This design comes from an exercise in tuning for small area, a short achievable clock period and few clock cycles on the open sky130 flow, not from production work. Function was not checked in any run shown here: the RTL went through the layout flow alone.

`config.mk`:
```
export PLATFORM = sky130hd
export DESIGN_NAME = cordicMagPh
export DESIGN_NICKNAME = cordicMagPh
export VERILOG_FILES = /design/flow/design.v
export SDC_FILE = /design/flow/constraint.sdc
export NUM_CORES = 4
export LEC_CHECK = 0
export CAP_MARGIN = 20
export CORE_MARGIN = 2
export CORE_UTILIZATION = 40
export SLEW_MARGIN = 20
```
`constraint.sdc`:
```
create_clock -name core_clock -period 8.0 [get_ports {clk}]
set_input_delay 1.6000 -clock core_clock [delete_from_list [all_inputs] [get_ports {clk}]]
set_output_delay 1.6000 -clock core_clock [all_outputs]
set_load 0.01 [all_outputs]
```
`design.v`:
```
module cordicMagPh
   #(parameter integer N        = 13,  
     parameter integer XY_WIDTH = 18)  
    (input  wire                           clk,
     input  wire                           reset,    
     input  wire                           st,       
     input  wire signed [XY_WIDTH - 1 : 0] xin,      
     input  wire signed [XY_WIDTH - 1 : 0] yin,      
     output reg                            rdy,      
     output wire        [XY_WIDTH - 1 : 0] mag,      
     output wire signed [XY_WIDTH + 1 : 0] ph);      
    reg         [18 : 0] x;      
    reg         [20 : 0] w;      
    reg         [18 : 0] z;      
    reg         [3 : 0]  cnt;    
    reg                  busy;
    reg                  yzp;    
    reg                  qrt;    
    wire sx = xin[17];
    wire sy = yin[17];
    wire yz = (yin == 18'd0);
    wire [17 : 0] ax = xin ^ {18{sx}};
    wire [17 : 0] ay = yin ^ {18{sy}};
    wire [17 : 0] hs = ax ^ ay;
    wire [17 : 0] hc = ax & ay;
    wire [18 : 0] x1;
    cordicAdd #(19) addx1 (.a({1'b0, hs}), .b({hc, sx}), .cin(sy), .s(x1));
    wire sub1 = ~(sx ^ sy);
    wire [18 : 0] y1;
    cordicAdd #(19) addy1 (.a({yin[17], yin}), .b({xin[17], xin} ^ {19{sub1}}),
                           .cin(sub1), .s(y1));
    wire [18 : 0] z1 = yz ? 19'd0 : ((sx ^ sy) ? 19'h70000 : 19'h10000);
    wire neg = w[20];                       
    wire pos = ~neg;
    reg  [18 : 0] ysh;                      
    reg  [18 : 0] xmk;                      
    reg  [15 : 0] at;                       
    always @(*) begin
        case (cnt)
            4'd1: begin
                ysh = {w[20], w[19], w[18], w[17], w[16], w[15], w[14], w[13], w[12], w[11], w[10], w[9], w[8], w[7], w[6], w[5], w[4], w[3], w[2]};
                xmk = {{18{1'b1}}, 1'd0};
                at  = 16'd38688;
            end
            4'd2: begin
                ysh = {w[20], w[20], w[20], w[19], w[18], w[17], w[16], w[15], w[14], w[13], w[12], w[11], w[10], w[9], w[8], w[7], w[6], w[5], w[4]};
                xmk = {{17{1'b1}}, 2'd0};
                at  = 16'd20441;
            end
            4'd3: begin
                ysh = {w[20], w[20], w[20], w[20], w[20], w[19], w[18], w[17], w[16], w[15], w[14], w[13], w[12], w[11], w[10], w[9], w[8], w[7], w[6]};
                xmk = {{16{1'b1}}, 3'd0};
                at  = 16'd10376;
            end
            4'd4: begin
                ysh = {w[20], w[20], w[20], w[20], w[20], w[20], w[20], w[19], w[18], w[17], w[16], w[15], w[14], w[13], w[12], w[11], w[10], w[9], w[8]};
                xmk = {{15{1'b1}}, 4'd0};
                at  = 16'd5208;
            end
            4'd5: begin
                ysh = {w[20], w[20], w[20], w[20], w[20], w[20], w[20], w[20], w[20], w[19], w[18], w[17], w[16], w[15], w[14], w[13], w[12], w[11], w[10]};
                xmk = {{14{1'b1}}, 5'd0};
                at  = 16'd2606;
            end
            4'd6: begin
                ysh = {w[20], w[20], w[20], w[20], w[20], w[20], w[20], w[20], w[20], w[20], w[20], w[19], w[18], w[17], w[16], w[15], w[14], w[13], w[12]};
                xmk = {{13{1'b1}}, 6'd0};
                at  = 16'd1303;
            end
            4'd7: begin
                ysh = {w[20], w[20], w[20], w[20], w[20], w[20], w[20], w[20], w[20], w[20], w[20], w[20], w[20], w[19], w[18], w[17], w[16], w[15], w[14]};
                xmk = {{12{1'b1}}, 7'd0};
                at  = 16'd651;
            end
            4'd8: begin
                ysh = {w[20], w[20], w[20], w[20], w[20], w[20], w[20], w[20], w[20], w[20], w[20], w[20], w[20], w[20], w[20], w[19], w[18], w[17], w[16]};
                xmk = {{11{1'b1}}, 8'd0};
                at  = 16'd325;
            end
            4'd9: begin
                ysh = {w[20], w[20], w[20], w[20], w[20], w[20], w[20], w[20], w[20], w[20], w[20], w[20], w[20], w[20], w[20], w[20], w[20], w[19], w[18]};
                xmk = {{10{1'b1}}, 9'd0};
                at  = 16'd162;
            end
            default: begin
                ysh = 19'd0;
                xmk = 19'd0;
                at  = 16'd0;
            end
        endcase
    end
    wire [18 : 0] xn;
    cordicAdd #(19) addx (.a(x), .b(ysh ^ {19{neg}}), .cin(neg), .s(xn));
    wire [20 : 0] xm = {2'b00, x & xmk};
    wire [20 : 0] ws;
    cordicAdd #(21) addw (.a(w), .b(xm ^ {21{pos}}), .cin(pos), .s(ws));
    wire [20 : 0] wn = {ws[19 : 0], 1'b0};
    wire n10 = neg;
    wire [11 : 0] y10 = {w[20], w[20 : 10]};
    wire [11 : 0] a10 = {3'b000, x[18 : 10]};
    wire [11 : 0] y11;
    cordicAdd #(12) addy11 (.a(y10), .b(a10 ^ {12{~n10}}), .cin(~n10), .s(y11));
    wire n11 = y11[11];
    wire [11 : 0] a11 = {4'b0000, x[18 : 11]} + (n10 & (&x[10 : 0]));
    wire [11 : 0] y12;
    cordicAdd #(12) addy12 (.a(y11), .b(a11 ^ {12{~n11}}), .cin(~n11), .s(y12));
    wire n12 = y12[11];
    wire [1 : 0] s3 = {1'b0, n10} + {1'b0, n11} + {1'b0, n12};    
    wire [17 : 0] gmag;
    cordicGain gain (.x(x), .s(s3), .mag(gmag));
    reg [8 : 0] kt;
    always @(*) begin
        case ({qrt, n10, n11, n12})
            4'b0000: kt = 9'sd141;
            4'b0001: kt = 9'sd101;
            4'b0010: kt = 9'sd61;
            4'b0011: kt = 9'sd21;
            4'b0100: kt = -9'sd21;
            4'b0101: kt = -9'sd61;
            4'b0110: kt = -9'sd101;
            4'b0111: kt = -9'sd141;
            4'b1000: kt = -9'sd141;
            4'b1001: kt = -9'sd101;
            4'b1010: kt = -9'sd61;
            4'b1011: kt = -9'sd21;
            4'b1100: kt = 9'sd21;
            4'b1101: kt = 9'sd61;
            4'b1110: kt = 9'sd101;
            4'b1111: kt = 9'sd141;
        endcase
    end
    wire last = (cnt == 4'd10);
    wire zneg = neg ^ qrt;
    wire [18 : 0] zb = last ? {{10{kt[8]}}, kt} : ({3'b000, at} ^ {19{zneg}});
    wire [18 : 0] zn;
    cordicAdd #(19) addz (.a(z), .b(zb), .cin(~last & zneg), .s(zn));
    always @(posedge clk or posedge reset)
    if (reset) begin
        rdy  <= 1'b0;
        busy <= 1'b0;
        yzp  <= 1'b0;
    end else begin
        if (st) begin
            rdy  <= 1'b0;
            busy <= ~yz;
            yzp  <= yz;
        end else begin
            yzp <= 1'b0;
            if (yzp | (busy & last))
                rdy <= 1'b1;
            if (last)
                busy <= 1'b0;
        end
    end
    always @(posedge clk) begin
        if (st) begin
            x   <= x1;
            w   <= {y1[18], y1, 1'b0};
            z   <= z1;
            cnt <= 4'd1;
            qrt <= sx;
        end else begin
            w   <= wn;
            cnt <= cnt + 4'd1;
            if (busy) begin
                z <= zn;
                x <= last ? {1'b0, gmag} : xn;
            end
        end
    end
    wire [18 : 0] zs = (z[18 : 17] == 2'b01) ? 19'h20000 :
                       (z[18 : 17] == 2'b10) ? 19'h60000 : z;
    wire zs0 = (zs == 19'd0);
    wire [1 : 0] top = ~qrt ? {zs[18], zs[18]} : (zs0 ? 2'b01 : (zs[18] ? 2'b00 : 2'b11));
    assign ph  = {top, zs[17 : 0]};
    assign mag = x[17 : 0];
endmodule
module cordicGain (input wire [18 : 0] x, input wire [1 : 0] s, output wire [17 : 0] mag);
    wire m1 = x[16] ^ x[13];
    wire m2 = x[16] & x[13];
    wire m3 = x[17] ^ x[14] ^ ~x[12];
    wire m4 = (x[17] & x[14]) | (x[17] & ~x[12]) | (x[14] & ~x[12]);
    wire m5 = x[18] ^ x[15] ^ ~x[13];
    wire m6 = (x[18] & x[15]) | (x[18] & ~x[13]) | (x[15] & ~x[13]);
    wire m7 = x[16] ^ ~x[14];
    wire m8 = x[16] & ~x[14];
    wire m9 = x[17] ^ ~x[15];
    wire m10 = x[17] & ~x[15];
    wire m11 = x[18] ^ ~x[16];
    wire m12 = x[18] & ~x[16];
    wire m13 = x[11] ^ x[8];
    wire m14 = x[11] & x[8];
    wire m15 = x[12] ^ x[9] ^ ~x[7];
    wire m16 = (x[12] & x[9]) | (x[12] & ~x[7]) | (x[9] & ~x[7]);
    wire m17 = x[13] ^ x[10] ^ ~x[8];
    wire m18 = (x[13] & x[10]) | (x[13] & ~x[8]) | (x[10] & ~x[8]);
    wire m19 = x[14] ^ x[11] ^ ~x[9];
    wire m20 = (x[14] & x[11]) | (x[14] & ~x[9]) | (x[11] & ~x[9]);
    wire m21 = ~x[6] ^ ~x[3];
    wire m22 = ~x[6] & ~x[3];
    wire m23 = x[15] ^ x[12] ^ ~x[10];
    wire m24 = (x[15] & x[12]) | (x[15] & ~x[10]) | (x[12] & ~x[10]);
    wire m25 = ~x[7] ^ ~x[4] ^ x[1];
    wire m26 = (~x[7] & ~x[4]) | (~x[7] & x[1]) | (~x[4] & x[1]);
    wire m27 = ~x[11] ^ ~x[8] ^ ~x[5];
    wire m28 = (~x[11] & ~x[8]) | (~x[11] & ~x[5]) | (~x[8] & ~x[5]);
    wire m29 = x[2] ^ x[0] ^ m1;
    wire m30 = (x[2] & x[0]) | (x[2] & m1) | (x[0] & m1);
    wire m31 = ~x[9] ^ ~x[6] ^ x[3];
    wire m32 = (~x[9] & ~x[6]) | (~x[9] & x[3]) | (~x[6] & x[3]);
    wire m33 = x[1] ^ m3 ^ m2;
    wire m34 = (x[1] & m3) | (x[1] & m2) | (m3 & m2);
    wire m35 = ~x[10] ^ ~x[7] ^ x[4];
    wire m36 = (~x[10] & ~x[7]) | (~x[10] & x[4]) | (~x[7] & x[4]);
    wire m37 = x[2] ^ m5 ^ m4;
    wire m38 = (x[2] & m5) | (x[2] & m4) | (m5 & m4);
    wire m39 = ~x[11] ^ ~x[8] ^ x[5];
    wire m40 = (~x[11] & ~x[8]) | (~x[11] & x[5]) | (~x[8] & x[5]);
    wire m41 = x[3] ^ m7 ^ m6;
    wire m42 = (x[3] & m7) | (x[3] & m6) | (m7 & m6);
    wire m43 = ~x[12] ^ ~x[9] ^ x[6];
    wire m44 = (~x[12] & ~x[9]) | (~x[12] & x[6]) | (~x[9] & x[6]);
    wire m45 = x[4] ^ m9 ^ m8;
    wire m46 = (x[4] & m9) | (x[4] & m8) | (m9 & m8);
    wire m47 = ~x[13] ^ ~x[10] ^ x[7];
    wire m48 = (~x[13] & ~x[10]) | (~x[13] & x[7]) | (~x[10] & x[7]);
    wire m49 = x[5] ^ m11 ^ m10;
    wire m50 = (x[5] & m11) | (x[5] & m10) | (m11 & m10);
    wire m51 = ~x[17] ^ ~x[14] ^ ~x[11];
    wire m52 = (~x[17] & ~x[14]) | (~x[17] & ~x[11]) | (~x[14] & ~x[11]);
    wire m53 = x[8] ^ x[6] ^ m12;
    wire m54 = (x[8] & x[6]) | (x[8] & m12) | (x[6] & m12);
    wire m55 = ~x[18] ^ ~x[15] ^ ~x[12];
    wire m56 = (~x[18] & ~x[15]) | (~x[18] & ~x[12]) | (~x[15] & ~x[12]);
    wire m57 = x[9] ^ x[7];
    wire m58 = x[9] & x[7];
    wire m59 = ~x[16] ^ ~x[13] ^ x[10];
    wire m60 = (~x[16] & ~x[13]) | (~x[16] & x[10]) | (~x[13] & x[10]);
    wire m61 = ~x[17] ^ ~x[14];
    wire m62 = ~x[17] & ~x[14];
    wire m63 = ~x[18] ^ ~x[15];
    wire m64 = ~x[18] & ~x[15];
    wire m65 = x[8] ^ x[5];
    wire m66 = x[8] & x[5];
    wire m67 = x[9] ^ x[6] ^ ~x[4];
    wire m68 = (x[9] & x[6]) | (x[9] & ~x[4]) | (x[6] & ~x[4]);
    wire m69 = x[10] ^ x[7] ^ ~x[5];
    wire m70 = (x[10] & x[7]) | (x[10] & ~x[5]) | (x[7] & ~x[5]);
    wire m71 = ~x[6] ^ ~x[3] ^ ~x[0];
    wire m72 = (~x[6] & ~x[3]) | (~x[6] & ~x[0]) | (~x[3] & ~x[0]);
    wire m73 = ~x[4] ^ ~x[1] ^ m15;
    wire m74 = (~x[4] & ~x[1]) | (~x[4] & m15) | (~x[1] & m15);
    wire m75 = ~x[5] ^ ~x[2] ^ m17;
    wire m76 = (~x[5] & ~x[2]) | (~x[5] & m17) | (~x[2] & m17);
    wire m77 = x[0] ^ m19 ^ m21;
    wire m78 = (x[0] & m19) | (x[0] & m21) | (m19 & m21);
    wire m79 = m23 ^ m25 ^ m20;
    wire m80 = (m23 & m25) | (m23 & m20) | (m25 & m20);
    wire m81 = m27 ^ m29 ^ m24;
    wire m82 = (m27 & m29) | (m27 & m24) | (m29 & m24);
    wire m83 = m31 ^ m33 ^ m28;
    wire m84 = (m31 & m33) | (m31 & m28) | (m33 & m28);
    wire m85 = m35 ^ m37 ^ m32;
    wire m86 = (m35 & m37) | (m35 & m32) | (m37 & m32);
    wire m87 = m39 ^ m41 ^ m36;
    wire m88 = (m39 & m41) | (m39 & m36) | (m41 & m36);
    wire m89 = m43 ^ m45 ^ m40;
    wire m90 = (m43 & m45) | (m43 & m40) | (m45 & m40);
    wire m91 = m47 ^ m49 ^ m44;
    wire m92 = (m47 & m49) | (m47 & m44) | (m49 & m44);
    wire m93 = m51 ^ m53 ^ m48;
    wire m94 = (m51 & m53) | (m51 & m48) | (m53 & m48);
    wire m95 = m55 ^ m57 ^ m52;
    wire m96 = (m55 & m57) | (m55 & m52) | (m57 & m52);
    wire m97 = x[8] ^ m59 ^ m56;
    wire m98 = (x[8] & m59) | (x[8] & m56) | (m59 & m56);
    wire m99 = x[11] ^ x[9] ^ m61;
    wire m100 = (x[11] & x[9]) | (x[11] & m61) | (x[9] & m61);
    wire m101 = x[12] ^ x[10] ^ m63;
    wire m102 = (x[12] & x[10]) | (x[12] & m63) | (x[10] & m63);
    wire m103 = ~x[16] ^ x[13] ^ x[11];
    wire m104 = (~x[16] & x[13]) | (~x[16] & x[11]) | (x[13] & x[11]);
    wire m105 = ~x[17] ^ x[14];
    wire m106 = ~x[17] & x[14];
    wire m107 = ~x[18] ^ x[15];
    wire m108 = ~x[18] & x[15];
    wire m109 = x[5] ^ x[2];
    wire m110 = x[5] & x[2];
    wire m111 = x[6] ^ x[3] ^ ~x[1];
    wire m112 = (x[6] & x[3]) | (x[6] & ~x[1]) | (x[3] & ~x[1]);
    wire m113 = x[7] ^ x[4] ^ ~x[2];
    wire m114 = (x[7] & x[4]) | (x[7] & ~x[2]) | (x[4] & ~x[2]);
    wire m115 = ~x[3] ^ ~x[0] ^ m65;
    wire m116 = (~x[3] & ~x[0]) | (~x[3] & m65) | (~x[0] & m65);
    wire m117 = ~x[1] ^ m67 ^ m66;
    wire m118 = (~x[1] & m67) | (~x[1] & m66) | (m67 & m66);
    wire m119 = ~x[2] ^ m69 ^ m68;
    wire m120 = (~x[2] & m69) | (~x[2] & m68) | (m69 & m68);
    wire m121 = m13 ^ m71 ^ m70;
    wire m122 = (m13 & m71) | (m13 & m70) | (m71 & m70);
    wire m123 = m14 ^ m73 ^ m72;
    wire m124 = (m14 & m73) | (m14 & m72) | (m73 & m72);
    wire m125 = m16 ^ m75 ^ m74;
    wire m126 = (m16 & m75) | (m16 & m74) | (m75 & m74);
    wire m127 = m18 ^ m77 ^ m76;
    wire m128 = (m18 & m77) | (m18 & m76) | (m77 & m76);
    wire m129 = m22 ^ m79 ^ m78;
    wire m130 = (m22 & m79) | (m22 & m78) | (m79 & m78);
    wire m131 = m26 ^ m81 ^ m80;
    wire m132 = (m26 & m81) | (m26 & m80) | (m81 & m80);
    wire m133 = m30 ^ m83 ^ m82;
    wire m134 = (m30 & m83) | (m30 & m82) | (m83 & m82);
    wire m135 = m34 ^ m85 ^ m84;
    wire m136 = (m34 & m85) | (m34 & m84) | (m85 & m84);
    wire m137 = m38 ^ m87 ^ m86;
    wire m138 = (m38 & m87) | (m38 & m86) | (m87 & m86);
    wire m139 = m42 ^ m89 ^ m88;
    wire m140 = (m42 & m89) | (m42 & m88) | (m89 & m88);
    wire m141 = m46 ^ m91 ^ m90;
    wire m142 = (m46 & m91) | (m46 & m90) | (m91 & m90);
    wire m143 = m50 ^ m93 ^ m92;
    wire m144 = (m50 & m93) | (m50 & m92) | (m93 & m92);
    wire m145 = m54 ^ m95 ^ m94;
    wire m146 = (m54 & m95) | (m54 & m94) | (m95 & m94);
    wire m147 = m58 ^ m97 ^ m96;
    wire m148 = (m58 & m97) | (m58 & m96) | (m97 & m96);
    wire m149 = m60 ^ m99 ^ m98;
    wire m150 = (m60 & m99) | (m60 & m98) | (m99 & m98);
    wire m151 = m62 ^ m101 ^ m100;
    wire m152 = (m62 & m101) | (m62 & m100) | (m101 & m100);
    wire m153 = m64 ^ m103 ^ m102;
    wire m154 = (m64 & m103) | (m64 & m102) | (m103 & m102);
    wire m155 = x[12] ^ m105 ^ m104;
    wire m156 = (x[12] & m105) | (x[12] & m104) | (m105 & m104);
    wire m157 = x[13] ^ m107 ^ m106;
    wire m158 = (x[13] & m107) | (x[13] & m106) | (m107 & m106);
    wire m159 = x[16] ^ x[14] ^ m108;
    wire m160 = (x[16] & x[14]) | (x[16] & m108) | (x[14] & m108);
    wire m161 = x[17] ^ x[15];
    wire m162 = x[17] & x[15];
    wire m163 = x[18] ^ x[16];
    wire m164 = x[18] & x[16];
    wire m165 = (s == 2'd1) | (s == 2'd3);
    wire m166 = (s == 2'd2) | (s == 2'd3);
    wire m167 = (s == 2'd1) | (s == 2'd3);
    wire m168 = (s == 2'd2) | (s == 2'd3);
    wire m169 = (s == 2'd0) | (s == 2'd2);
    wire m170 = (s == 2'd2) | (s == 2'd3);
    wire m171 = (s == 2'd2) | (s == 2'd3);
    wire m172 = (s == 2'd0) | (s == 2'd3);
    wire m173 = (s == 2'd2);
    wire m174 = (s == 2'd2) | (s == 2'd3);
    wire m175 = (s == 2'd0) | (s == 2'd3);
    wire m176 = (s == 2'd2);
    wire m177 = (s == 2'd2) | (s == 2'd3);
    wire m178 = (s == 2'd1) | (s == 2'd2);
    wire m179 = (s == 2'd3);
    wire m180 = (s == 2'd1) | (s == 2'd3);
    wire m181 = (s == 2'd2) | (s == 2'd3);
    wire m182 = x[3] ^ x[0];
    wire m183 = x[3] & x[0];
    wire m184 = x[4] ^ x[1] ^ m168;
    wire m185 = (x[4] & x[1]) | (x[4] & m168) | (x[1] & m168);
    wire m186 = ~x[0] ^ m109 ^ m169;
    wire m187 = (~x[0] & m109) | (~x[0] & m169) | (m109 & m169);
    wire m188 = m111 ^ m110 ^ m170;
    wire m189 = (m111 & m110) | (m111 & m170) | (m110 & m170);
    wire m190 = m113 ^ m112 ^ m171;
    wire m191 = (m113 & m112) | (m113 & m171) | (m112 & m171);
    wire m192 = m115 ^ m114 ^ m172;
    wire m193 = (m115 & m114) | (m115 & m172) | (m114 & m172);
    wire m194 = m117 ^ m116 ^ m173;
    wire m195 = (m117 & m116) | (m117 & m173) | (m116 & m173);
    wire m196 = m119 ^ m118 ^ m174;
    wire m197 = (m119 & m118) | (m119 & m174) | (m118 & m174);
    wire m198 = m121 ^ m120 ^ m175;
    wire m199 = (m121 & m120) | (m121 & m175) | (m120 & m175);
    wire m200 = m123 ^ m122 ^ m176;
    wire m201 = (m123 & m122) | (m123 & m176) | (m122 & m176);
    wire m202 = m125 ^ m124 ^ m177;
    wire m203 = (m125 & m124) | (m125 & m177) | (m124 & m177);
    wire m204 = m127 ^ m126 ^ m178;
    wire m205 = (m127 & m126) | (m127 & m178) | (m126 & m178);
    wire m206 = m129 ^ m128 ^ m179;
    wire m207 = (m129 & m128) | (m129 & m179) | (m128 & m179);
    wire m208 = m131 ^ m130 ^ m180;
    wire m209 = (m131 & m130) | (m131 & m180) | (m130 & m180);
    wire m210 = m133 ^ m132 ^ m181;
    wire m211 = (m133 & m132) | (m133 & m181) | (m132 & m181);
    wire m212 = m135 ^ m134;
    wire m213 = m135 & m134;
    wire m214 = m137 ^ m136;
    wire m215 = m137 & m136;
    wire m216 = m139 ^ m138;
    wire m217 = m139 & m138;
    wire m218 = m141 ^ m140;
    wire m219 = m141 & m140;
    wire m220 = m143 ^ m142;
    wire m221 = m143 & m142;
    wire m222 = m145 ^ m144;
    wire m223 = m145 & m144;
    wire m224 = m147 ^ m146 ^ 1'b1;
    wire m225 = (m147 & m146) | (m147 & 1'b1) | (m146 & 1'b1);
    wire m226 = m149 ^ m148 ^ 1'b1;
    wire m227 = (m149 & m148) | (m149 & 1'b1) | (m148 & 1'b1);
    wire m228 = m151 ^ m150 ^ 1'b1;
    wire m229 = (m151 & m150) | (m151 & 1'b1) | (m150 & 1'b1);
    wire m230 = m153 ^ m152;
    wire m231 = m153 & m152;
    wire m232 = m155 ^ m154 ^ 1'b1;
    wire m233 = (m155 & m154) | (m155 & 1'b1) | (m154 & 1'b1);
    wire m234 = m157 ^ m156 ^ 1'b1;
    wire m235 = (m157 & m156) | (m157 & 1'b1) | (m156 & 1'b1);
    wire m236 = m159 ^ m158;
    wire m237 = m159 & m158;
    wire m238 = m161 ^ m160 ^ 1'b1;
    wire m239 = (m161 & m160) | (m161 & 1'b1) | (m160 & 1'b1);
    wire m240 = m163 ^ m162 ^ 1'b1;
    wire m241 = (m163 & m162) | (m163 & 1'b1) | (m162 & 1'b1);
    wire m242 = x[17] ^ m164 ^ 1'b1;
    wire m243 = (x[17] & m164) | (x[17] & 1'b1) | (m164 & 1'b1);
    wire m244 = x[18] ^ 1'b1;
    wire m245 = x[18] & 1'b1;
    wire [34 : 0] ra = {m244, m242, m240, m238, m236, m234, m232, m230, m228, m226, m224, m222, m220, m218, m216, m214, m212, m210, m208, m206, m204, m202, m200, m198, m196, m194, m192, m190, m188, m186, m184, m167, x[2], x[1], x[0]};
    wire [34 : 0] rb = {m243, m241, m239, m237, m235, m233, m231, m229, m227, m225, m223, m221, m219, m217, m215, m213, m211, m209, m207, m205, m203, m201, m199, m197, m195, m193, m191, m189, m187, m185, m183, m182, 1'b0, m166, m165};
    wire [34 : 0] sum;
    cordicAdd #(35) fin (.a(ra), .b(rb), .cin(1'b0), .s(sum));
    assign mag = sum[34 : 17];
endmodule
module cordicAdd #(parameter integer W = 19)
    (input wire [W - 1 : 0] a, input wire [W - 1 : 0] b, input wire cin,
     output wire [W - 1 : 0] s);
    localparam integer L = $clog2(W);
    wire [W - 1 : 0] p = a ^ b;
    wire [W - 1 : 0] g0 = a & b;
    wire [W - 1 : 0] gg [0 : L];
    wire [W - 1 : 0] pp [0 : L];
    assign gg[0] = {g0[W - 1 : 1], g0[0] | (p[0] & cin)};
    assign pp[0] = p;
    genvar l, i;
    generate
        for (l = 0; l < L; l = l + 1) begin : lv
            for (i = 0; i < W; i = i + 1) begin : bt
                if ((i >> l) & 1) begin : cmb
                    localparam integer J = ((i >> l) << l) - 1;
                    assign gg[l + 1][i] = gg[l][i] | (pp[l][i] & gg[l][J]);
                    assign pp[l + 1][i] = pp[l][i] & pp[l][J];
                end else begin : pas
                    assign gg[l + 1][i] = gg[l][i];
                    assign pp[l + 1][i] = pp[l][i];
                end
            end
        end
    endgenerate
    assign s = p ^ {gg[L][W - 2 : 0], cin};
endmodule
```
`run.sh`:
```
#!/bin/bash
# synth_recipe.tcl (not shown) runs the flow's synth.tcl, then flattens the netlist and writes it again
# the make line also repeats each setting of config.mk as NAME=value (left out here)
make -C /OpenROAD-flow-scripts/flow DESIGN_CONFIG=/design/flow/config.mk WORK_HOME=/design/flow/orfs CLKGATE_MAP_FILE= SYNTH_SCRIPT=/design/flow/synth_recipe.tcl finish
```
==> impl_results.md, run 1 <==
* WHS at ~460 ps
* Worst Hold End: cnt[0]
* Vias in the first global route at approximately 11000
* CTS tree: yes
* H-tree depth at 3
* Aggregate global-route resource usage at a little under a quarter
* Total iterations of the first detailed-routing run at 7
* Outcome: finished clean
* DR top layer: met4
* Seq/Total Area, Yosys at between 10% and 20%
* Relative slew slack at 30.24%
* Clock-pin slew on the worst setup and hold paths at roughly 70 ps
* Final Critical Period at between 7000 and 8000 ps
* Deepest clock path buffer count at 2
* Worst-Skew Late Latency at 350 ps
* Worst setup SP type: register
* Cell row count at 66
* Slowest cell on the critical path: fa_2
* Clk_skew at just over 10 ps
* CP max FO at 6
* Max incr delay on CP at 550 ps
* Global-route wire length before repair at roughly 62 mm
* Commonest non-fill, non-tap cell in the layout: ha_1
* Root Buffer Master: clkbuf_16
* Area growth from synthesis to layout at 14.48%
* WP data arrival at 7690 ps
* Worst path required time at between 8000 and 9000 ps
* Routed Wire Length at slightly below 40 mm
* Synth warn at 5
* Num CTS Buffers at 9
* CTS Sinks at 66
* Core box area at approximately 32000 µm²
* Worst hold start: cnt[0]
* Largest net degree at the start of global routing at 44
* Worst Hold Path Cells at 1
* Critical path type: reg -> reg
* Vias at 11130
* DR iter-0 viols at approximately 860
* GP Congestion at 0.9090
* Mapped cell area at 13110 µm²
* Final period utilization at between 90% and 100%
* Metal2 WL at 18.31 mm
* Number of nets in the layout at ~1900
* Yosys reg bits at 66
* FF-to-FF Start: x[10]
* Initial antenna violation count at 0
* Syn_area_per_cell at ~8.8 µm²
* Nature of the critical path endpoint: register
* DRC viols at 0
* EDFF count, synth at 39
* Max Cap Viol at 0
* Most common flop cell mapped by yosys: edfxtp_1
* Most frequent cells in the layout: 200 x ha_1, 188 x inv_1, 108 x fa_1
* Worst hold path class: reg -> reg
* Routed wire length on met3 at 2.317 mm
* Layout cells sized above 1 at 7.891%
* Async set-reset flop share out of synthesis at 4.545%
* FF-to-FF End: x[15]
* Cell Area, Placed at 14490 µm²
* Starting Density at about two fifths
* Number of port buffers at 77
* Finished Cell Area at approximately 15000 µm²
* Worst Max-Slew Pin Slew at between 1000 and 1500 ps
* Total I/O pin count at between 70 and 80
* Flop2flop setup slack at between 300 and 400 ps
* Grt total ovfl at 0
* Setup WS pre-CTS at about 75 ps
* Number of cells produced by synthesis at between 1000 and 1500
* Wire per inst at approximately 19 µm
* Max Fclk at 131.4 MHz
* Met1 Wirelength at 17.22 mm
* Synth cell types at roughly 90
* Chip Width at 185.0 µm
* Routed Antenna Nets at 0
* Worst R2R Path Depth at 33
* Layout fillers at between 3000 and 4000
* Worst setup margin at around 390 ps
* Routed vias/inst at 5.493
* Diode count at 0
* Pins Over Slew Limit at 0
* CP most frequent cell: a21o_1
* TNS Setup at 0 ps
* Detailed-placement wirelength estimate at around 31 mm
* Syn nets at 1840
* Final setup violation count at 0
* Full die area at 34230 µm²
* Die height at about 190 µm
* Final hold violation count at 0
[Yosys cell counts (16+ instances only)]
| cell | n | area (µm²) |
|---|---|---|
| a21o_1 | 26 | 195.2 |
| a21oi_1 | 99 | 495.5 |
| and2_1 | 26 | 162.7 |
| clkbuf_1 | 33 | 123.9 |
| dfxtp_1 | 24 | 480.5 |
| edfxtp_1 | 39 | 1171 |
| fa_1 | 110 | 2202 |
| ha_1 | 200 | 2502 |
| inv_1 | 190 | 713.2 |
| mux2i_1 | 18 | 180.2 |
| nand2_1 | 77 | 289.0 |
| nand3_1 | 31 | 155.2 |
| nor2_1 | 79 | 296.5 |
| nor3_1 | 20 | 100.1 |
| o21a_1 | 16 | 120.1 |
| o21ai_0 | 58 | 290.3 |
| xnor2_1 | 107 | 937.2 |
| xor2_1 | 80 | 700.7 |
[cell type report]
type | count | area [µm²] | share of cell area [%]
Tap cell | 442 | 553.0 | 3.686
Inverter | 193 | 724.4 | 4.829
Clock buffer | 10 | 250.2 | 1.668
Timing Repair Buffer | 139 | 1245 | 8.298
Clock inverter | 6 | 63.81 | 0.4253
Sequential cell | 66 | 1727 | 11.51
Multi-Input combinational cell | 1170 | 10440 | 69.59
[worst max-delay path: cells and delay by family, from the launching register on]
family,cells,cell delay [ps]
AOI/OAI and AO/OA,16,2680
adders and majority gates,6,2450
and+or+nand+nor,6,990
DFF,1,460
buffers and inverters,3,420
xor gates and xnor gates,2,330
[through the flow]
stage          cells  utilization, %
3_5_place_dp    1991           44.75
2_1_floorplan   1491               -
5_1_grt         2026           46.35
4_1_cts         2007           45.73
6_report        2026           46.35
3_3_place_gp    1991           44.75
[cell families (layout without fill, tap and decap cells)]
| logic type | Yosys count | count (layout) | share of synthesized area (%) |
|---|---|---|---|
| AOI/OAI and AO/OA | 331 | 331 | 16.98 |
| and+or+nand+nor | 321 | 321 | 12.12 |
| adders and majority gates | 310 | 310 | 35.90 |
| buffers and inverters | 255 | 348 | 7.619 |
| xor gates and xnor gates | 187 | 187 | 12.50 |
| DFF | 66 | 66 | 13.18 |
| muxes | 21 | 21 | 1.718 |
[worst max-delay path by stage]
stage,startpoint,endpoint,slack (ps),depth (start not counted)
floorplan,w[20],x[15],90,31
global placement,x[10],x[15],190,30
detailed placement,x[10],x[15],80,30
CTS,x[10],x[15],10,30
global route,x[10],x[15],-60,34
finish,x[10],x[15],390,33
[routing by layer]
| layer | vias up | track usage (%) |
|---|---|---|
| li1 | 5300 | - |
| met1 | 5357 | 31.35 |
| met2 | 389 | 39.04 |
| met3 | 82 | 2.969 |
| met4 | 0 | 8.444 |
| met5 | - | 0 |
[repair_timing]
action,in CTS,in global routing
buffers inserted,0,17
setup endpoints to repair,0,16
gates resized for setup,0,14
hold buffers,0,0
hold endpoints to repair,0,0
[registers in the layout, indices dropped and copies added, names as in the netlist]
| signal | count |
|---|---|
| w | 20 |
| x | 19 |
| z | 19 |
| cnt | 4 |
| busy | 1 |
| qrt | 1 |
| rdy | 1 |
| yzp | 1 |
==> inputs of run 2 (changes only) <==
--- a/design.v
+++ b/design.v
@@ -82,6 +82,11 @@
                 xmk = {{10{1'b1}}, 9'd0};
                 at  = 16'd162;
             end
+            4'd11: begin  
+                ysh = {1'b0, w[17 : 0]};
+                xmk = 19'd0;
+                at  = 16'd0;
+            end
             default: begin
                 ysh = 19'd0;
                 xmk = 19'd0;
@@ -89,25 +94,36 @@
             end
         endcase
     end
+    wire fin = (cnt == 4'd11);
+    wire negx = neg & ~fin;
     wire [18 : 0] xn;
-    cordicAdd #(19) addx (.a(x), .b(ysh ^ {19{neg}}), .cin(neg), .s(xn));
+    cordicAdd #(19) addx (.a(x), .b(ysh ^ {19{negx}}), .cin(fin ? w[18] : neg), .s(xn));
     wire [20 : 0] xm = {2'b00, x & xmk};
     wire [20 : 0] ws;
     cordicAdd #(21) addw (.a(w), .b(xm ^ {21{pos}}), .cin(pos), .s(ws));
     wire [20 : 0] wn = {ws[19 : 0], 1'b0};
     wire n10 = neg;
     wire [11 : 0] y10 = {w[20], w[20 : 10]};
-    wire [11 : 0] a10 = {3'b000, x[18 : 10]};
+    wire [11 : 0] a10 = {3'b000, x[18 : 10]} ^ {12{~n10}};
     wire [11 : 0] y11;
-    cordicAdd #(12) addy11 (.a(y10), .b(a10 ^ {12{~n10}}), .cin(~n10), .s(y11));
+    cordicAdd #(12) addy11 (.a(y10), .b(a10), .cin(~n10), .s(y11));
     wire n11 = y11[11];
-    wire [11 : 0] a11 = {4'b0000, x[18 : 11]} + (n10 & (&x[10 : 0]));
-    wire [11 : 0] y12;
-    cordicAdd #(12) addy12 (.a(y11), .b(a11 ^ {12{~n11}}), .cin(~n11), .s(y12));
-    wire n12 = y12[11];
+    wire [11 : 0] b11 = {4'b0000, x[18 : 11]};
+    wire e11 = n10 & (&x[10 : 0]);
+    wire [11 : 0] bm = ~b11;
+    wire [11 : 0] sm = y10 ^ a10 ^ bm;
+    wire [11 : 0] cm = (y10 & a10) | (y10 & bm) | (a10 & bm);
+    wire [11 : 0] tm;
+    cordicAdd #(12) addm (.a(sm), .b({cm[10 : 0], ~n10}), .cin(~e11), .s(tm));
+    wire [11 : 0] sp = y10 ^ a10 ^ b11;
+    wire [11 : 0] cp = (y10 & a10) | (y10 & b11) | (a10 & b11);
+    wire [11 : 0] tp;
+    cordicAdd #(12) addp (.a(sp), .b({cp[10 : 0], ~n10}), .cin(e11), .s(tp));
+    wire n12 = n11 ? tp[11] : tm[11];
     wire [1 : 0] s3 = {1'b0, n10} + {1'b0, n11} + {1'b0, n12};    
-    wire [17 : 0] gmag;
-    cordicGain gain (.x(x), .s(s3), .mag(gmag));
+    wire [17 : 0] gha, ghb;
+    wire gcy;
+    cordicGain gain (.x(x), .s(s3), .ha(gha), .hb(ghb), .cy(gcy));
     reg [8 : 0] kt;
     always @(*) begin
         case ({qrt, n10, n11, n12})
@@ -146,9 +162,9 @@
             yzp  <= yz;
         end else begin
             yzp <= 1'b0;
-            if (yzp | (busy & last))
+            if (yzp | (busy & fin))
                 rdy <= 1'b1;
-            if (last)
+            if (fin)
                 busy <= 1'b0;
         end
     end
@@ -160,11 +176,12 @@
             cnt <= 4'd1;
             qrt <= sx;
         end else begin
-            w   <= wn;
+            w   <= last ? {2'b00, gcy, ghb} : wn;
             cnt <= cnt + 4'd1;
             if (busy) begin
-                z <= zn;
-                x <= last ? {1'b0, gmag} : xn;
+                if (~fin)
+                    z <= zn;
+                x <= last ? {1'b0, gha} : xn;
             end
         end
     end
@@ -175,7 +192,8 @@
     assign ph  = {top, zs[17 : 0]};
     assign mag = x[17 : 0];
 endmodule
-module cordicGain (input wire [18 : 0] x, input wire [1 : 0] s, output wire [17 : 0] mag);
+module cordicGain (input wire [18 : 0] x, input wire [1 : 0] s,
+                   output wire [17 : 0] ha, output wire [17 : 0] hb, output wire cy);
     wire m1 = x[16] ^ x[13];
     wire m2 = x[16] & x[13];
     wire m3 = x[17] ^ x[14] ^ ~x[12];
@@ -423,9 +441,11 @@
     wire m245 = x[18] & 1'b1;
     wire [34 : 0] ra = {m244, m242, m240, m238, m236, m234, m232, m230, m228, m226, m224, m222, m220, m218, m216, m214, m212, m210, m208, m206, m204, m202, m200, m198, m196, m194, m192, m190, m188, m186, m184, m167, x[2], x[1], x[0]};
     wire [34 : 0] rb = {m243, m241, m239, m237, m235, m233, m231, m229, m227, m225, m223, m221, m219, m217, m215, m213, m211, m209, m207, m205, m203, m201, m199, m197, m195, m193, m191, m189, m187, m185, m183, m182, 1'b0, m166, m165};
-    wire [34 : 0] sum;
-    cordicAdd #(35) fin (.a(ra), .b(rb), .cin(1'b0), .s(sum));
-    assign mag = sum[34 : 17];
+    wire [17 : 0] lo;
+    cordicAdd #(18) low (.a({1'b0, ra[16 : 0]}), .b({1'b0, rb[16 : 0]}), .cin(1'b0), .s(lo));
+    assign ha = ra[34 : 17];
+    assign hb = rb[34 : 17];
+    assign cy = lo[17];
 endmodule
 module cordicAdd #(parameter integer W = 19)
     (input wire [W - 1 : 0] a, input wire [W - 1 : 0] b, input wire cin,
==> impl_results.md, run 2 <==
* Outcome: finished clean
* Slowest cell on the critical path: dfxtp_1
* Cell with the most instances after synthesis: inv_1
* Most common flop cell mapped by yosys: edfxtp_1
* Final period utilization at 81.66% (-13 points)
* Top reg by flops: w
* Detailed-placement wirelength estimate at 33.78 mm (+8.2%)
* Flop2flop setup slack at 1470 ps (+1080 ps)
* Relative slew slack at 32.12% (+1.9 points)
* EDFF count, synth at 39 (unchanged)
* Critical path type: reg -> reg
* CP max FO at 14 (+8)
* Seq/Total Area, Yosys at 13.15% (-0.026 points)
* Initial antenna violation count at 1 (+1)
* GP Congestion at 0.9488 (+4.4%)
* DR iter-0 viols at 1148 (+34%)
* WP data arrival at 6600 ps (-1090 ps)
* Global-route wire length before repair at 65.86 mm (+7.1%)
* Grt total ovfl at 0 (unchanged)
* CTS tree: yes
* Synth area leaders: fa_1 19%, ha_1 18%, edfxtp_1 8.8%
* Synth cell types at 83 (-5.7%)
* TNS Setup at 0 ps (unchanged)
* RSZ-0062 raised after global routing: no
* Worst setup SP type: register
* Routed vias/inst at 5.596 (+1.9%)
* Die height at 186.2 µm (+0.66%)
* Max incr delay on CP at 780 ps (+230 ps)
* Area growth from synthesis to layout at 10.57%
* Commonest non-fill, non-tap cell in the layout: inv_1
* Cell Chain, Critical Path: xnor2_1, inv_1, fa_1, inv_1, ha_1, a2111oi_0, o31a_1, a31oi_1, nor3_1, a21oi_1, ha_1, o311ai_0, o21ai_0, ha_1, o21a_1, o21ai_0, a21oi_1, a41o_1, o41ai_4, nor2b_1, nor2_1, fa_1, xor2_1, o21ai_0
* Deepest clock path buffer count at 2 (unchanged)
* Max Cap Viol at 0 (unchanged)
* Wire per inst at 21.02 µm (+8.8%)
* Largest net degree at the start of global routing at 60 (+36%)
* Syn nets at 1894 (+2.9%)
* Routed Wire Length at 42.27 mm (+8.0%)
* Number of nets in the layout at 1922 (-0.31%)
* # resized after CTS at 0 (unchanged)
* Largest delay share family, worst path: compound AO/OA/AOI/OAI gates
* Diode count at 0 (unchanged)
* Total iterations of the first detailed-routing run at 7 (unchanged)
* Critical path buffer and inverter count at 2 (-1)
* Max Fclk at 153.1 MHz (+17%)
* Mapped cell area at 13280 µm² (+1.4%)
* Number of cells produced by synthesis at 1536 (+3.0%)
* Layout fillers at 3154 (-2.3%)
* Routed Antenna Nets at 0 (unchanged)
* Starting Density at 40.72% (+0.24 points)
* Clock-pin slew on the worst setup and hold paths at 70 ps (about the same)
* Chip Width at 186.2 µm (+0.66%)
* # Post-CTS Setup Buffers at 0 (unchanged)
* Worst path required time at 8070 ps (about the same)
* Final setup violation count at 0 (unchanged)
* Layout cells sized above 1 at 4.143% (-3.7 points)
* Core box area at 32620 µm² (+0.77%)
* Pins Over Slew Limit at 0 (unchanged)
* Synth warn at 5 (unchanged)
* Top flop regs: w x21, x x19, z x19
* Worst Max-Slew Pin Slew at 1011 ps (-34.01 ps)
* Full die area at 34680 µm² (+1.3%)
* Vias in the first global route at 11370 (+2.4%)
* Syn_area_per_cell at 8.648 µm² (-1.6%)
* H-tree depth at 3 (unchanged)
* Async set-reset flop share out of synthesis at 4.478% (-0.068 points)
* Clk_skew at 13.75 ps (+3.395 ps)
* Share of Yosys cell area claimed by the top area cell type at 18.69% (-0.41 points)
* DRC viols at 0 (unchanged)
* Most frequent cells in the layout: 218 x inv_1, 195 x ha_1, 124 x fa_1
* Final hold violation count at 0 (unchanged)
* Number of port buffers at 77 (unchanged)
* CTS Sinks at 67 (+1.5%)
* Vias at 11250 (+1.1%)
* Num CTS Buffers at 9 (unchanged)
* Yosys top cell by area: fa_1
* List of most frequent post-synthesis cells: 218 x inv_1, 195 x ha_1, 124 x fa_1
* Nature of the critical path endpoint: register
* Total I/O pin count at 78 (unchanged)
* Worst-Skew Late Latency at 360 ps (about the same)
* Root Buffer Master: clkbuf_16
* Final Critical Period at 6533 ps (-1078 ps)
* Max FFs per register at 21 (+5.0%)
* Cell row count at 66 (unchanged)
* Final std cells w/o fill at 2011 (-0.74%)
* Yosys reg bits at 67 (+1.5%)
* Worst hold path class: reg -> reg
* WHS at 450.4 ps (-6.031 ps)
* Post-Place Cells at 1995 (+0.20%)
* Aggregate global-route resource usage at 25.35% (+1.9 points)
* CTS Hold Buffers Added at 0 (unchanged)
[run 2: cell types whose count changed in the layout (fill, tap and decap cells not counted), moves of 9 or more]
cell	delta
nand3_1	-12
a22oi_1	+13
nand2_1	+9
buf_4	-40
xnor2_1	-21
nor3_1	+17
nor2_1	+27
mux2i_1	-13
inv_1	+30
fa_1	+16
[run 2: worst paths after layout]
check                       start  cells past startpoint  endpoint
hold / removal             cnt[0]                      1    cnt[0]
hold reg to reg            cnt[0]                      1    cnt[0]
max in group asynchronous   reset                      2      busy
min in group asynchronous   reset                      2       rdy
setup / recovery            w[20]                     24     z[17]
setup reg to reg            w[20]                     24     z[17]
[run 2: per-stage QoR]
step / instance area, µm² / setup slack, ps / utilization [%]
finish: 14690 / 1467 / 45.02
detailed placement: 14390 / 1514 / 44.12
global placement: 14390 / 1632 / 44.12
floorplan: 13280 / 2069 / -
global route: 14690 / 792.7 / 45.02
CTS: 14690 / 1478 / 45.04
[run 2: final cells by class]
type / count / area (µm²) / share of cell area [%]
well taps: 442 / 553.0 / 3.766
repair buffers: 95 / 898.4 / 6.117
multi-input cells: 1170 / 10360 / 70.52
clock inverters: 7 / 76.32 / 0.5197
clock buffers: 9 / 225.2 / 1.533
flip-flops and latches: 67 / 1747 / 11.89
inverters: 221 / 829.5 / 5.648
[run 2: kinds of logic (layout without fill, tap and decap cells)]
group,after synthesis,count (layout),synth area share [%]
AO/OA/AOI/OAI,344,344,17.67
adder cells (fa/ha/maj),319,319,37.06
multiplexers,6,6,0.4616
flip-flops,67,67,13.15
XOR/XNOR,158,158,10.42
buffers and inverters,299,332,9.024
AND/OR/NAND/NOR,343,343,12.22
[run 2: routing by layer]
metal  track usage (%)  routed length (µm)  vias to the layer above
met3             4.283                3182                      103
met5                 0                  12                        -
li1                  -                   -                     5273
met1             33.92               18200                     5415
met2             40.59               19050                      460
met4             10.65                1817                        2
==> inputs of run 3 (changes only) <==
--- a/config.mk
+++ b/config.mk
@@ -8,4 +8,5 @@
 export CAP_MARGIN = 20
 export CORE_MARGIN = 2
 export CORE_UTILIZATION = 40
+export SETUP_SLACK_MARGIN = 3.0
 export SLEW_MARGIN = 20
==> impl_results.md, run 3 <==
* Largest delay share family, worst path: compound AO/OA/AOI/OAI gates
* Top flop regs: w x21, x x19, z x19
* Synth area leaders: fa_1 19%, ha_1 18%, edfxtp_1 8.8%
* List of most frequent post-synthesis cells: 218 x inv_1, 195 x ha_1, 124 x fa_1
* Diode count at 0 (unchanged)
* Post-Place Cells at 1995 (unchanged)
* FF-to-FF End: z[11]
* Max FFs per register at 21 (unchanged)
* Final std cells w/o fill at 2100 (+4.4%)
* Worst setup SP type: register
* Worst Max-Slew Pin Slew at 919.0 ps (-91.94 ps)
* CTS tree: yes
* Grt total ovfl at 0 (unchanged)
* Worst Hold Path Cells at 1 (unchanged)
* Worst-Skew Late Latency at 360 ps (about the same)
* Starting Density at 40.72% (unchanged)
* Yosys top cell by area: fa_1
* Aggregate global-route resource usage at 26.30% (+0.95 points)
* Area growth from synthesis to layout at 21.42%
* Worst hold start: cnt[0]
* Full die area at 34680 µm² (unchanged)
* Most common flop cell mapped by yosys: edfxtp_1
* Total I/O pin count at 78 (unchanged)
* Total iterations of the first detailed-routing run at 6 (-1)
* Largest net degree at the start of global routing at 58 (-3.3%)
* Worst R2R Path Depth at 28 (+17%)
* Clk_skew at 12.86 ps (-0.8868 ps)
* Synth warn at 5 (unchanged)
* Worst Hold End: cnt[0]
* Global-route wire length before repair at 68.12 mm (+3.4%)
* Number of port buffers at 77 (unchanged)
* Pins Over Slew Limit at 0 (unchanged)
* Max incr delay on CP at 570 ps (-210 ps)
* Deepest clock path buffer count at 2 (unchanged)
* H-tree depth at 3 (unchanged)
* Synth cell types at 83 (unchanged)
* Worst setup margin at 2706 ps (+1239 ps)
* Cell Area, Placed at 14480 µm² (+0.64%)
* Number of cells produced by synthesis at 1536 (unchanged)
* Critical path type: reg -> reg
* Cell with the most instances after synthesis: inv_1
* Worst hold path class: reg -> reg
* Clock-pin slew on the worst setup and hold paths at 70 ps (about the same)
* Commonest non-fill, non-tap cell in the layout: inv_1
* Syn_area_per_cell at 8.648 µm² (unchanged)
* Most frequent cells in the layout: 200 x inv_1, 184 x ha_1, 116 x fa_1
* EDFF count, synth at 39 (unchanged)
* Max Fclk at 188.9 MHz (+23%)
* Routed Wire Length at 45.02 mm (+6.5%)
* Nature of the critical path endpoint: register
* Relative slew slack at 38.08% (+6.0 points)
* Syn nets at 1894 (unchanged)
* Async set-reset flop share out of synthesis at 4.478% (unchanged)
* FF-to-FF Start: w[20]
* Slowest cell on the critical path: fa_1
* Layout cells sized above 1 at 15.92% (+12 points)
* Root Buffer Master: clkbuf_16
* GP Congestion at 0.9942 (+4.8%)
* Num CTS Buffers at 9 (unchanged)
* Final Critical Period at 5294 ps (-1239 ps)
* Wire per inst at 21.44 µm (+2.0%)
* DRC viols at 0 (unchanged)
* CTS Sinks at 67 (unchanged)
* TNS Setup at 0 ps (unchanged)
* Initial antenna violation count at 0 (-1)
* Seq/Total Area, Yosys at 13.15% (unchanged)
* RSZ-0062 raised after global routing: yes
* Top reg by flops: w
* Vias in the first global route at 11620 (+2.2%)
* Critical path buffer and inverter count at 7 (+5)
* Die height at 186.2 µm (unchanged)
* Final period utilization at 66.17% (-15 points)
* Detailed-placement wirelength estimate at 33.79 mm (about the same)
* WP data arrival at 5400 ps (-1200 ps)
* Vias at 11920 (+6.0%)
* Outcome: finished clean
* Worst path required time at 8110 ps (+40 ps)
* Chip Width at 186.2 µm (unchanged)
* Finished Cell Area at 16130 µm² (+9.8%)
* Routed Antenna Nets at 0 (unchanged)
* Number of nets in the layout at 2011 (+4.6%)
* Mapped cell area at 13280 µm² (unchanged)
* Flop2flop setup slack at 2710 ps (+1240 ps)
* Share of Yosys cell area claimed by the top area cell type at 18.69% (unchanged)
* Core box area at 32620 µm² (unchanged)
* Setup WS pre-CTS at 1862 ps (+347.8 ps)
* Final setup violation count at 0 (unchanged)
* Max Cap Viol at 0 (unchanged)
* Cell row count at 66 (unchanged)
* Final hold violation count at 0 (unchanged)
* CP max FO at 7 (-7)
* DR iter-0 viols at 1225 (+6.7%)
* Yosys reg bits at 67 (unchanged)
* Routed vias/inst at 5.678 (+1.5%)
[run 3: layout make-up]
| class | count | area, µm² |
|---|---|---|
| clock buffers | 11 | 242.7 |
| multi-input cells | 1170 | 10950 |
| flip-flops and latches | 67 | 1777 |
| inverters | 221 | 858.3 |
| clock inverters | 5 | 35.03 |
| fillers | 3115 | 16490 |
| repair buffers | 184 | 1713 |
| well taps | 442 | 553.0 |
[run 3: cell families after synthesis]
family          Yosys count  share of synthesized area (%)
compound gates          344                          17.67
xor+xnor                158                          10.42
fa+ha+maj               319                          37.06
buf+inv                 299                          9.024
flops                    67                          13.15
mux                       6                         0.4616
simple gates            343                          12.22
[run 3: worst max-delay path by stage]
stage                       end  cells past startpoint    start  slack (ps)
after floorplan           z[16]                     24    x[15]        2920
after CTS                 z[16]                     24    x[17]        2620
after global routing      z[17]                     26    x[11]        2400
after detailed placement  w[18]                     15  yin[17]        1860
after global placement    x[17]                     17  yin[17]        1890
final                     z[11]                     28    w[20]        2710
[run 3: through the flow]
| stage | hold slack [ps] | util, % |
|---|---|---|
| 6_report | 459.6 | 49.44 |
| 5_1_grt | 478.0 | 49.44 |
| 4_1_cts | 443.0 | 47.71 |
| 3_5_place_dp | 431.1 | 44.40 |
| 3_3_place_gp | 419.4 | 44.39 |
| 2_1_floorplan | 403.5 | - |
[run 3: layer usage]
layer | track usage, % | up-vias | part of all wire (%) | wire (µm)
met4 | 9.953 | 0 | 3.9 | 1747
met1 | 36.15 | 5803 | 42 | 19020
met2 | 41.95 | 576 | 46 | 20530
met5 | 0 | - | 0 | 0
li1 | - | 5443 | - | -
met3 | 3.855 | 102 | 8.3 | 3718
[run 3: repair_timing]
| action | CTS | global route |
|---|---|---|
| endpoints found under the setup margin | 33 | 17 |
| cloned | 1 | 2 |
| setup buffers | 48 | 38 |
| resized for setup | 108 | 64 |
| pin swaps | 48 | 46 |
| hold buffers | 0 | 0 |
==> inputs of run 4 (changes only) <==
--- a/config.mk
+++ b/config.mk
@@ -5,6 +5,7 @@
 export SDC_FILE = /design/flow/constraint.sdc
 export NUM_CORES = 4
 export LEC_CHECK = 0
+export ABC_CLOCK_PERIOD_IN_PS = 5000
 export CAP_MARGIN = 20
 export CORE_MARGIN = 2
 export CORE_UTILIZATION = 40
==> impl_results.md, run 4 <==
* Worst path required time at 8110 ps (about the same)
* Full die area at 34680 µm² (unchanged)
* Nature of the critical path endpoint: register
* Vias in the first global route at 11620 (unchanged)
* Pins Over Slew Limit at 0 (unchanged)
* Starting Density at 40.72% (unchanged)
* Routed vias/inst at 5.678 (unchanged)
* Top flop regs: w x21, x x19, z x19
* Synth area leaders: fa_1 19%, ha_1 18%, edfxtp_1 8.8%
* Cell row count at 66 (unchanged)
* Mapped cell area at 13280 µm² (unchanged)
* Final std cells w/o fill at 2100 (unchanged)
* Diode count at 0 (unchanged)
* FF-to-FF Start: w[20]
* Die height at 186.2 µm (unchanged)
* Worst hold path class: reg -> reg
* Core box area at 32620 µm² (unchanged)
* Largest net degree at the start of global routing at 58 (unchanged)
* Layout fillers at 3115 (unchanged)
* Yosys reg bits at 67 (unchanged)
* WP data arrival at 5400 ps (about the same)
* H-tree depth at 3 (unchanged)
* Total iterations of the first detailed-routing run at 6 (unchanged)
* CTS tree: yes
* Yosys top cell by area: fa_1
* Number of port buffers at 77 (unchanged)
* Vias at 11920 (unchanged)
* Total I/O pin count at 78 (unchanged)
* Critical path type: reg -> reg
* Share of Yosys cell area claimed by the top area cell type at 18.69% (unchanged)
* Most frequent cells in the layout: 200 x inv_1, 184 x ha_1, 116 x fa_1
* Layout cells sized above 1 at 15.92% (unchanged)
* Post-Place Cells at 1995 (unchanged)
* Routed Antenna Nets at 0 (unchanged)
* Wire per inst at 21.44 µm (unchanged)
* RSZ-0062 raised after global routing: yes
* Worst Max-Slew Pin Slew at 919.0 ps (unchanged)
* Async set-reset flop share out of synthesis at 4.478% (unchanged)
* Clk_skew at 12.86 ps (unchanged)
* DR iter-0 viols at 1225 (unchanged)
* Max incr delay on CP at 570 ps (about the same)
* Worst hold start: cnt[0]
* CTS Hold Buffers Added at 0 (unchanged)
* DRC viols at 0 (unchanged)
* Synth cell types at 83 (unchanged)
* Grt total ovfl at 0 (unchanged)
* Max FFs per register at 21 (unchanged)
* Detailed-placement wirelength estimate at 33.79 mm (unchanged)
* Syn nets at 1894 (unchanged)
* Final setup violation count at 0 (unchanged)
* Final period utilization at 66.17% (unchanged)
* EDFF count, synth at 39 (unchanged)
* Initial antenna violation count at 0 (unchanged)
* Worst setup SP type: register
* Final hold violation count at 0 (unchanged)
* Max Cap Viol at 0 (unchanged)
* Root Buffer Master: clkbuf_16
* Slowest cell on the critical path: fa_1
* Chip Width at 186.2 µm (unchanged)
* Syn_area_per_cell at 8.648 µm² (unchanged)
* Num CTS Buffers at 9 (unchanged)
* Seq/Total Area, Yosys at 13.15% (unchanged)
* Crit path from: w[20]
* Cell with the most instances after synthesis: inv_1
* TNS Setup at 0 ps (unchanged)
* Deepest clock path buffer count at 2 (unchanged)
* Area growth from synthesis to layout at 21.42% (unchanged)
* Number of cells produced by synthesis at 1536 (unchanged)
* Synth warn at 5 (unchanged)
* Critical path buffer and inverter count at 7 (unchanged)
* Final Critical Period at 5294 ps (unchanged)
* Relative slew slack at 38.08% (unchanged)
* Most common flop cell mapped by yosys: edfxtp_1
* CP max FO at 7 (unchanged)
* Global-route wire length before repair at 68.12 mm (unchanged)
* Outcome: finished clean
* Aggregate global-route resource usage at 26.30% (unchanged)
* Worst-Skew Late Latency at 360 ps (about the same)
* Commonest non-fill, non-tap cell in the layout: inv_1
* Routed Wire Length at 45.02 mm (unchanged)
* Top reg by flops: w
* GP Congestion at 0.9942 (unchanged)
* Largest delay share family, worst path: compound AO/OA/AOI/OAI gates
* Number of nets in the layout at 2011 (unchanged)
* CTS Sinks at 67 (unchanged)
* List of most frequent post-synthesis cells: 218 x inv_1, 195 x ha_1, 124 x fa_1
* Clock-pin slew on the worst setup and hold paths at 70 ps (about the same)
* Max Fclk at 188.9 MHz (unchanged)
==> run 4: cell counts after synthesis <==
Identical to the previous run, type by type.
==> run 4: path summary, 6_finish.rpt <==
check,slack [ps],end,cells after the start
min in group asynchronous,1400,rdy,2
worst min register to register,460,cnt[0],1
worst min-delay path,460,cnt[0],1
worst max-delay path,2710,z[11],28
worst max register to register,2710,z[11],28
max in group asynchronous,6460,busy,2
==> run 4: worst reg2reg max path: cells and delay by family (launching register included) <==
kind	cells	cell delay, ps
compound gates	12	1710
mux	1	310
xor+xnor	1	180
flops	1	370
buf+inv	7	740
simple gates	3	470
fa+ha+maj	4	1250
==> run 4: cell families after synthesis <==
family / Yosys count / share of synthesized area, %
buffers and inverters: 299 / 9.024
adders and majority gates: 319 / 37.06
muxes: 6 / 0.4616
xor gates and xnor gates: 158 / 10.42
DFF: 67 / 13.15
and+or+nand+nor: 343 / 12.22
AOI/OAI and AO/OA: 344 / 17.67
==> run 4: final cells by class <==
cell class / instances / area (µm²) / area share, %
clock buffers: 11 / 242.7 / 1.505
inverters: 221 / 858.3 / 5.322
multi-input cells: 1170 / 10950 / 67.89
flip-flops and latches: 67 / 1777 / 11.02
repair buffers: 184 / 1713 / 10.62
well taps: 442 / 553.0 / 3.429
clock inverters: 5 / 35.03 / 0.2172
==> run 4: repair_timing <==
item / 4_1_cts / 5_1_grt
setup buffers: 48 / 38
cloned: 1 / 2
setup endpoints to repair: 33 / 17
gates resized for setup: 108 / 64
pin swaps: 48 / 46
==> run 4: metal layers <==
metal  share of wire (%)  vias to the layer above  track usage (%)
met5                   0                        -                0
met4                 3.9                        0            9.953
met3                 8.3                      102            3.855
met2                  46                      576            41.95
met1                  42                     5803            36.15
li1                    -                     5443                -
==> run 4: metrics by stage <==
stage,utilization (%),area [µm²],hold slack (ps),worst slack (ps)
after floorplan,-,13420,403.5,2918
after global placement,44.39,14480,419.4,1890
after detailed placement,44.40,14480,431.1,1862
after CTS,47.71,15560,443.0,2616
after global routing,49.44,16130,478.0,2399
final,49.44,16130,459.6,2706

-- static timing again, ports no longer ideal --
Ports are ideal in the flow. The routed layouts listed here were re-timed in OpenROAD. Step 1: set_driving_cell puts a clkbuf_16 on clk and a buf_2 on each other input, an assumption about the parent block. Step 2 times the ports against the registers' clock, not the clock port: input delays grow and output delays shrink by t, the midpoint of the rising clock arrivals with the driver on. Slacks: no drivers / after step 1 / after step 2; pairs: no drivers / after step 1.
| run | shift t [ns] | setup WS [ns] | latest minus earliest clock arrival (ns) |
|---|---|---|---|
| run 1 | 0.395 | 0.389 / 0.389 / 0.389 | 0.010 / 0.010 |
| run 2 | 0.400 | 1.467 / 1.467 / 1.467 | 0.014 / 0.014 |
| run 3 | 0.400 | 2.706 / 2.706 / 2.706 | 0.013 / 0.013 |
| run 4 | 0.400 | 2.706 / 2.706 / 2.706 | 0.013 / 0.013 |
After both steps every run listed still meets setup and hold.
